From an optimization exercise on the open Yosys and OpenROAD flow, aimed at small area and a short achievable clock period; shortcuts taken in it are not production practice. The RTL of this run was laid out without a check of its function.

$ cat flow/run.sh
#!/bin/bash
# synth_recipe.tcl (not shown) runs the flow's synth.tcl, then flattens the netlist and writes it again
# the make line also repeats each setting of config.mk as NAME=value (left out here)
make -C /OpenROAD-flow-scripts/flow DESIGN_CONFIG=/design/flow/config.mk WORK_HOME=/design/flow/orfs CLKGATE_MAP_FILE= SYNTH_SCRIPT=/design/flow/synth_recipe.tcl finish
$ cat flow/config.mk
export PLATFORM = sky130hd
export DESIGN_NAME = cordic
export DESIGN_NICKNAME = cordic
export VERILOG_FILES = /design/flow/design.v
export SDC_FILE = /design/flow/constraint.sdc
export NUM_CORES = 4
export LEC_CHECK = 0
export ABC_AREA = 1
export CAP_MARGIN = 20
export CORE_MARGIN = 2
export CORE_UTILIZATION = 40
export SLEW_MARGIN = 20
$ cat flow/constraint.sdc
create_clock -name core_clock -period 5.0 [get_ports {clk_in}]
set_input_delay 1.0000 -clock core_clock [delete_from_list [all_inputs] [get_ports {clk_in}]]
set_output_delay 1.0000 -clock core_clock [all_outputs]
set_load 0.01 [all_outputs]
$ cat flow/design.v
module cordic(
        clk_in,
        reset_n,
        ena,
        phase_in,
        phase_out,
        cos_o,
        sin_o
        );
  parameter dat_width = 16, pha_width =16, pipeline = 10;
  input clk_in, reset_n, ena;
  input [pha_width-1 : 0] phase_in;
  output [pha_width-1 : 0] phase_out;
  output [dat_width-1 : 0] cos_o, sin_o;
  reg [dat_width-1 : 0] x[pipeline :0];
  reg [dat_width-1 : 0] y[pipeline :0];
  reg [pha_width-1 : 0] z[pipeline :0];
  reg [pha_width-1 : 0] phase_tmp[pipeline :0];
  wire [dat_width-1:0] amp;
  wire [pha_width-1:0] atan [32:0];
  assign amp = 32'd1304065887 >>(32-dat_width);       
  assign atan[0] = 32'd536870912 >>(32-pha_width);    
	assign atan[1] = 32'd316933407 >>(32-pha_width);    
	assign atan[2]	= 32'd167458907 >>(32-pha_width);    
	assign atan[3]= 32'd85004756 >>(32-pha_width);      
	assign atan[4]= 32'd42667331 >>(32-pha_width);      
	assign atan[5]= 32'd21354465 >>(32-pha_width);      
	assign atan[6]= 32'd10679838 >>(32-pha_width);      
	assign atan[7]= 32'd5340245 >>(32-pha_width);       
	assign atan[8]= 32'd2670163 >>(32-pha_width);       
	assign atan[9]= 32'd1335087 >>(32-pha_width);       
	assign atan[10]= 32'd667544 >>(32-pha_width);       
	assign atan[11]= 32'd333772 >>(32-pha_width);       
	assign atan[12]= 32'd166886 >>(32-pha_width);       
	assign atan[13]= 32'd83443 >>(32-pha_width);       
	assign atan[14]= 32'd41722 >>(32-pha_width);       
	assign atan[15]= 32'd20861 >>(32-pha_width);       
	assign atan[16]= 32'd10430 >>(32-pha_width);       
	assign atan[17]= 32'd5215 >>(32-pha_width);       
	assign atan[18]= 32'd2608 >>(32-pha_width);       
	assign atan[19]= 32'd1304 >>(32-pha_width);       
	assign atan[20]= 32'd652 >>(32-pha_width);       
	assign atan[21]= 32'd326 >>(32-pha_width);      
	assign atan[22]= 32'd163 >>(32-pha_width);
	assign atan[23]= 32'd81 >>(32-pha_width);
	assign atan[24]= 32'd41 >>(32-pha_width);
	assign atan[25]= 32'd20 >>(32-pha_width);
	assign atan[26]= 32'd10 >>(32-pha_width);
	assign atan[27]= 32'd5 >>(32-pha_width);
	assign atan[28]= 32'd3 >>(32-pha_width);
	assign atan[29]= 32'd1 >>(32-pha_width);
	assign atan[30]= 32'd1 >>(32-pha_width);
	assign atan[31]= 32'd0 >>(32-pha_width);
	assign atan[32]= 32'd0 >>(32-pha_width);
always @(posedge clk_in )
begin
  if( !reset_n )   
  begin
     x[0] <= 0;
      y[0] <= 0;
      z[0] <= 0;
      phase_tmp[0] <=  0;
  end
  else
  begin
      x[0] <= amp;
      y[0] <= 0;
      z[0] <= { 2'b0, phase_in[pha_width-3 : 0]};
      phase_tmp[0] <=  phase_in;                  
  end    
end
genvar i;
  wire [dat_width-1 : 0] x_tmp[pipeline-1 :0];
  wire [dat_width-1 : 0] y_tmp[pipeline-1 :0];
  wire [pha_width-1 : 0] z_tmp[pipeline-1 :0];
generate for(i=1;i<=pipeline;i=i+1) begin:cordic_core  
  cordic_step #(dat_width,pha_width,i) cordic_step_inst(x[i-1],y[i-1],z[i-1],atan[i-1],x_tmp[i-1],y_tmp[i-1],z_tmp[i-1]);
  always @(posedge clk_in)
  begin
   if(!reset_n)
   begin
      x[i] <= 0;
      y[i] <= 0;
      z[i] <= 0;
      phase_tmp[i]<=0;
   end
   else 
   begin             
      x[i] <= x_tmp[i-1];     
      y[i] <= y_tmp[i-1];     
      z[i] <= z_tmp[i-1]; 
      phase_tmp[i] <= phase_tmp[i-1];      
   end        
  end
end
endgenerate
reg [dat_width-1 : 0] cos_o, sin_o;
reg [pha_width-1 : 0] phase_out;
wire [pha_width-1:0] quad_tmp;
wire [1:0] quad;
assign quad_tmp = phase_tmp[pipeline];
assign quad = quad_tmp[pha_width-1: pha_width-2];
wire [dat_width-1 : 0] x_o_wire, y_o_wire;
wire [dat_width-1 : 0] x_o_wire_tmp, y_o_wire_tmp;
assign x_o_wire_tmp = x[pipeline];
assign y_o_wire_tmp = y[pipeline];
assign x_o_wire = x_o_wire_tmp[dat_width-1] ? {(dat_width){1'b0}} : x[pipeline];
assign y_o_wire = y_o_wire_tmp[dat_width-1] ? {(dat_width){1'b0}} : y[pipeline];
always @(posedge clk_in)
begin
  if( !reset_n)
  begin
    cos_o <= 0;
    sin_o <= 0;
    phase_out <= 0;    
  end
  else    
  begin
    case( quad[1:0] )
      2'b00:begin
            cos_o <= x_o_wire; 
            sin_o <= y_o_wire; 
            end
      2'b01:begin
            cos_o <= ~y_o_wire + 1'b1;
            sin_o <= x_o_wire;
            end
      2'b10:begin
            cos_o <= ~x_o_wire + 1'b1;
            sin_o <= ~y_o_wire + 1'b1;
            end
      2'b11:begin
            cos_o <= y_o_wire;
            sin_o <= ~x_o_wire + 1'b1;
            end
      default:begin
            cos_o <= x_o_wire;
            sin_o <= y_o_wire;
            end
    endcase
    phase_out <= phase_tmp[pipeline];
  end
end
endmodule
module cordic_step(
  dat_a,
  dat_b,
  dat_c,
  dat_pha,
  out_a,
  out_b,
  out_c
  );
  parameter dat_width = 16, pha_width = 16, pipe_index = 3;
  input [dat_width-1:0] dat_a, dat_b;
  input [pha_width-1:0] dat_c;
  input [pha_width-1:0] dat_pha;
  output[dat_width-1:0] out_a, out_b;
  output [pha_width-1:0] out_c;
  wire [dat_width:0] out_a_tmp1, out_a_tmp2, out_a_tmp3, out_b_tmp1, out_b_tmp2, out_b_tmp3;
  wire [pha_width-1:0] out_c_tmp1,out_c_tmp2 ;
  wire [1:0] ov_a,ov_b;
generate
  if(pipe_index == 6'b1 )
  begin
    assign out_a_tmp1 = { dat_a[dat_width-1], dat_a} + { dat_b[dat_width-1], dat_b};
    assign out_b_tmp1 = { dat_b[dat_width-1], dat_b} - { dat_a[dat_width-1], dat_a};
    assign out_c_tmp1 = dat_c + dat_pha;
    assign out_a_tmp2 = { dat_a[dat_width-1], dat_a} - { dat_b[dat_width-1], dat_b};
    assign out_b_tmp2 = { dat_b[dat_width-1], dat_b} + { dat_a[dat_width-1], dat_a};
    assign out_c_tmp2 = dat_c - dat_pha;
  end
  else
  begin
     assign out_a_tmp1 = { dat_a[dat_width-1], dat_a} + { { (pipe_index){dat_b[dat_width-1]} }, dat_b[dat_width-1: (pipe_index-1)] } ;
     assign out_b_tmp1 = { dat_b[dat_width-1], dat_b} - { { (pipe_index){dat_a[dat_width-1]} }, dat_a[dat_width-1: (pipe_index-1)] } ;
     assign out_c_tmp1 = dat_c + dat_pha;
     assign out_a_tmp2 = { dat_a[dat_width-1], dat_a} - { { (pipe_index){dat_b[dat_width-1]} }, dat_b[dat_width-1: (pipe_index-1)] } ;
     assign out_b_tmp2 = { dat_b[dat_width-1], dat_b} + { { (pipe_index){dat_a[dat_width-1]} }, dat_a[dat_width-1: (pipe_index-1)] } ;
     assign out_c_tmp2 = dat_c - dat_pha;
  end
  assign out_a_tmp3 = dat_c[pha_width-1] ? out_a_tmp1 :out_a_tmp2;
  assign out_b_tmp3 = dat_c[pha_width-1] ? out_b_tmp1 :out_b_tmp2;
endgenerate
  assign ov_a = out_a_tmp3[dat_width:dat_width-1];
  assign ov_b = out_b_tmp3[dat_width:dat_width-1];
  assign out_a = ~^ ov_a ? (out_a_tmp3[dat_width-1:0]):(ov_a[1] ? {1'b1, {(dat_width-1){1'b0}} } : {1'b0, {(dat_width-1){1'b1}} } );
  assign out_b = ~^ ov_b ? (out_b_tmp3[dat_width-1:0]):(ov_b[1] ? {1'b1, {(dat_width-1){1'b0}} } : {1'b0, {(dat_width-1){1'b1}} } );
  assign out_c = dat_c[pha_width-1] ? out_c_tmp1 :out_c_tmp2;
endmodule
==> reports/qor.yml <==
fin_nets: 6188
skew_ns: 0.0228
grt_pass1_vias: 33700
antenna_found_initial: 3
setup.worst_path.start_class: "flip-flop"
post_drt_wl_per_cell_um: 13.8
crit_family: "simple AND/OR/NAND/NOR gates"
avgSynthCellArea_um2: 6.91
vias: 35400
synth_compound_area_share_pct: 13.3
async_reset_ff_share_pct: 0
synth-seq-area-share_pct: 30.1
dp_hpwl_um: 77600
ys_ff_latch: 595
worst_setup_path_end_kind: "flip-flop"
synthTopCellsByArea: "dfxtp_1, nand2_1, ha_1, inv_1, nand3_1"
first_pass_iters: 5
critPathKind: "flip-flop to flip-flop"
core-area_um2: 98300
yosys.area.top_type_share_pct: 30.1
tightest_slew_ns: 0.831
crit_buf_inv: 3
post_cts_resized: 0
crit_chain: "buf_4, clkinv_1, o21ai_0, ha_1, nand2_1, nand2_1, nand3_1, nand3_1, nand3_1, nand2_1, nand2_1, nand2_1, inv_1, nand3_1, nand2_1, nor2_1"
fin_crit_ns: 3.75
period_share_pct: 74.9
synthCells: 5729
die_x_um: 319
cp.required_ns: 5.49
routabilityCongestion: 0.889
syn_area_um2: 39600
hold_class: "flip-flop to flip-flop"
synth_nets: 6162
final_antenna_net_count: 0
hold_path_depth: 2
final_cell_mix: "nand2_1, inv_1, dfxtp_1"
clkTransAtPathRegs_ns: 0.06
ctsLongestPathBuffers: 3
final_max_slew_viol_count: 0
drt_wl_total_um: 98100
slew_headroom_pct: 44.1
clock-root-buffer: "clkbuf_16"
synth_fa_ha_area_share_pct: 13.5
grt_pass1_wl_um: 164000
fmax_mhz: 267
synthXorXnorAreaFrac_pct: 6.95
layout-drive-gt1-share_pct: 3.94
rsz0062_at_grt: "false"
syn2layout_area_growth_pct: 10.6
ys.flop_type: "dfxtp_1"
slowest_stage: "clkinv_1"
start_util_pct: 40.3
tns_ns: 0
yosys.area.top_type: "dfxtp_1"
synth_edf_count: 0
rr_worst_depth: 16
max_cap_viol_count: 0
drt_iter0_markers: 2007
postCtsSetupRepairBufs: 0
die_area_um2: 101000
portBuffers: 65
cts_tree: "done"
cts_sinks: 595
cpMostUsedCell: "nand2_1"
yosysWarnings: 9
n_fill_cell: 10200
ios: 67
h-tree-depth: 3
via_per_inst: 4.98
grt.overflow.total: 0
drc: 0
mostFrequentLayoutCell: "nand2_1"
cp_data_arrival_time_ns: 4.24
clk-insertion-delay-late_ns: 0.63
synth_cell_types: 56
finalHoldViolCount: 0
cpPeakStageDelay_ns: 0.63
grt_usage_pct: 19.2
status: "no timing/DRC/antenna violations"
numCtsBuffers: 68
synth-simple-area-share_pct: 27.7
rows: 115
grt_max_degree: 144
postCtsHoldBufs: 0
synthMuxAreaShare_pct: 0
cp.depth: 16
die_h_um: 319
cp_max_fo: 25
setup_viol: 0
synth_top_family_by_area: "simple AND/OR/NAND/NOR gates"
[synth_stat cells (3+ instances only)]
library cell / number
o31ai_1: 10
a21o_1: 23
nor2_2: 6
o21ai_0: 289
nor3_2: 5
ha_1: 392
nor2_1: 441
o2111ai_1: 4
nor4_1: 20
nand4_1: 29
nand2_4: 7
buf_2: 32
dfxtp_1: 595
fa_1: 22
clkbuf_1: 65
a21boi_0: 12
a211o_1: 4
a31oi_1: 29
nand3_1: 530
buf_1: 17
a21oi_1: 480
o311ai_0: 3
nor3_1: 41
nand2_2: 17
xor2_1: 250
o22ai_1: 13
nand2_1: 1443
o21bai_1: 27
nand3_2: 21
inv_2: 6
or2_2: 14
buf_4: 7
clkinv_1: 3
nand3b_1: 10
a221oi_1: 3
inv_1: 719
o211ai_1: 4
o21a_1: 29
buf_6: 7
o221ai_1: 4
a31o_2: 12
xnor2_1: 64
o21ai_1: 4
[worst paths after layout]
check | start | to | slack (ns)
worst min-delay path | phase_tmp[10][7] | phase_out[7] | 0.40
worst max register to register | z[4][15] | x[5][1] | 1.25
worst min register to register | phase_tmp[10][7] | phase_out[7] | 0.40
worst max-delay path | z[4][15] | x[5][1] | 1.25
[flip-flops by register name, indices dropped and copies added, names as in the netlist]
signal / count
cos_o: 16
y: 129
phase_tmp: 148
sin_o: 16
x: 133
phase_out: 16
z: 137
[cell type report]
class	count	area, µm²	area share, %
sequential	595	11900	27.2
multi-input combinational	4274	24300	55.5
antenna	1	2.50	0.00572
inverter	730	2750	6.27
clock buffer	90	1910	4.35
timing repair buffer	86	826	1.89
clock inverter	32	487	1.11
tap	1287	1610	3.68
[tightest hold or removal path, delay by kind of cell, from the launching register on]
family | cells | cell delay, ns
AND/OR/NAND/NOR | 1 | 0.04
buffers and inverters | 1 | 0.04
flip-flops | 1 | 0.30
[cells by family after synthesis]
family / count (synthesis)
AO/OA/AOI/OAI: 956
flip-flops: 595
buffers and inverters: 860
XOR/XNOR: 314
AND/OR/NAND/NOR: 2590
adder cells (fa/ha/maj): 414
[metal layers]
layer	vias up	GRT usage (%)	wire [µm]
met2	574	33.8	46600
met3	153	2.35	3420
met1	15900	24.7	45700
li1	18700	-	-
met4	0	5.41	2370
met5	-	0	0
[stage by stage]
step | std cells | hold slack [ns] | worst slack, ns | instance area, µm² | util (%)
2_1_floorplan | 5729 | 0.390 | 1.81 | 39600 | -
3_3_place_gp | 6972 | 0.391 | 1.28 | 41400 | 42.1
3_5_place_dp | 6972 | 0.395 | 1.29 | 41400 | 42.1
4_1_cts | 7094 | 0.401 | 1.27 | 43800 | 44.5
5_1_grt | 7094 | 0.420 | 0.801 | 43800 | 44.5
6_report | 7095 | 0.399 | 1.25 | 43800 | 44.5

afterwards: timing with drivers on the ports:
Ports are ideal in the flow. The routed layout listed here was re-timed in OpenROAD.
Step 1 (the two cells are an assumption about what drives the block):
set clk [get_ports {clk_in}]
set_driving_cell -lib_cell sky130_fd_sc_hd__clkbuf_16 $clk
set_driving_cell -lib_cell sky130_fd_sc_hd__buf_2 [delete_from_list [all_inputs] $clk]
Step 2 moves the port delays by t, midway between the first and last clock arrival at a register: inputs arrive t later, outputs are due t later. That takes back most of the time a late clock gives input paths.
Three values: ideal ports, drivers, drivers and shift; two values: the first two.
shift t [ns]: 0.678
slack for setup (ns): 1.253 / 1.253 / 1.253
slew at the worst register clock pin (ns): 0.06 / 0.06
worst slew at a driven data input, ns: 0.05
pins driven straight from the clock port: 1
After both steps setup and hold are still met in this run. For this run, drivers alone change the setup slack by 0.000 ns; drivers and shift together by 0.000 ns.
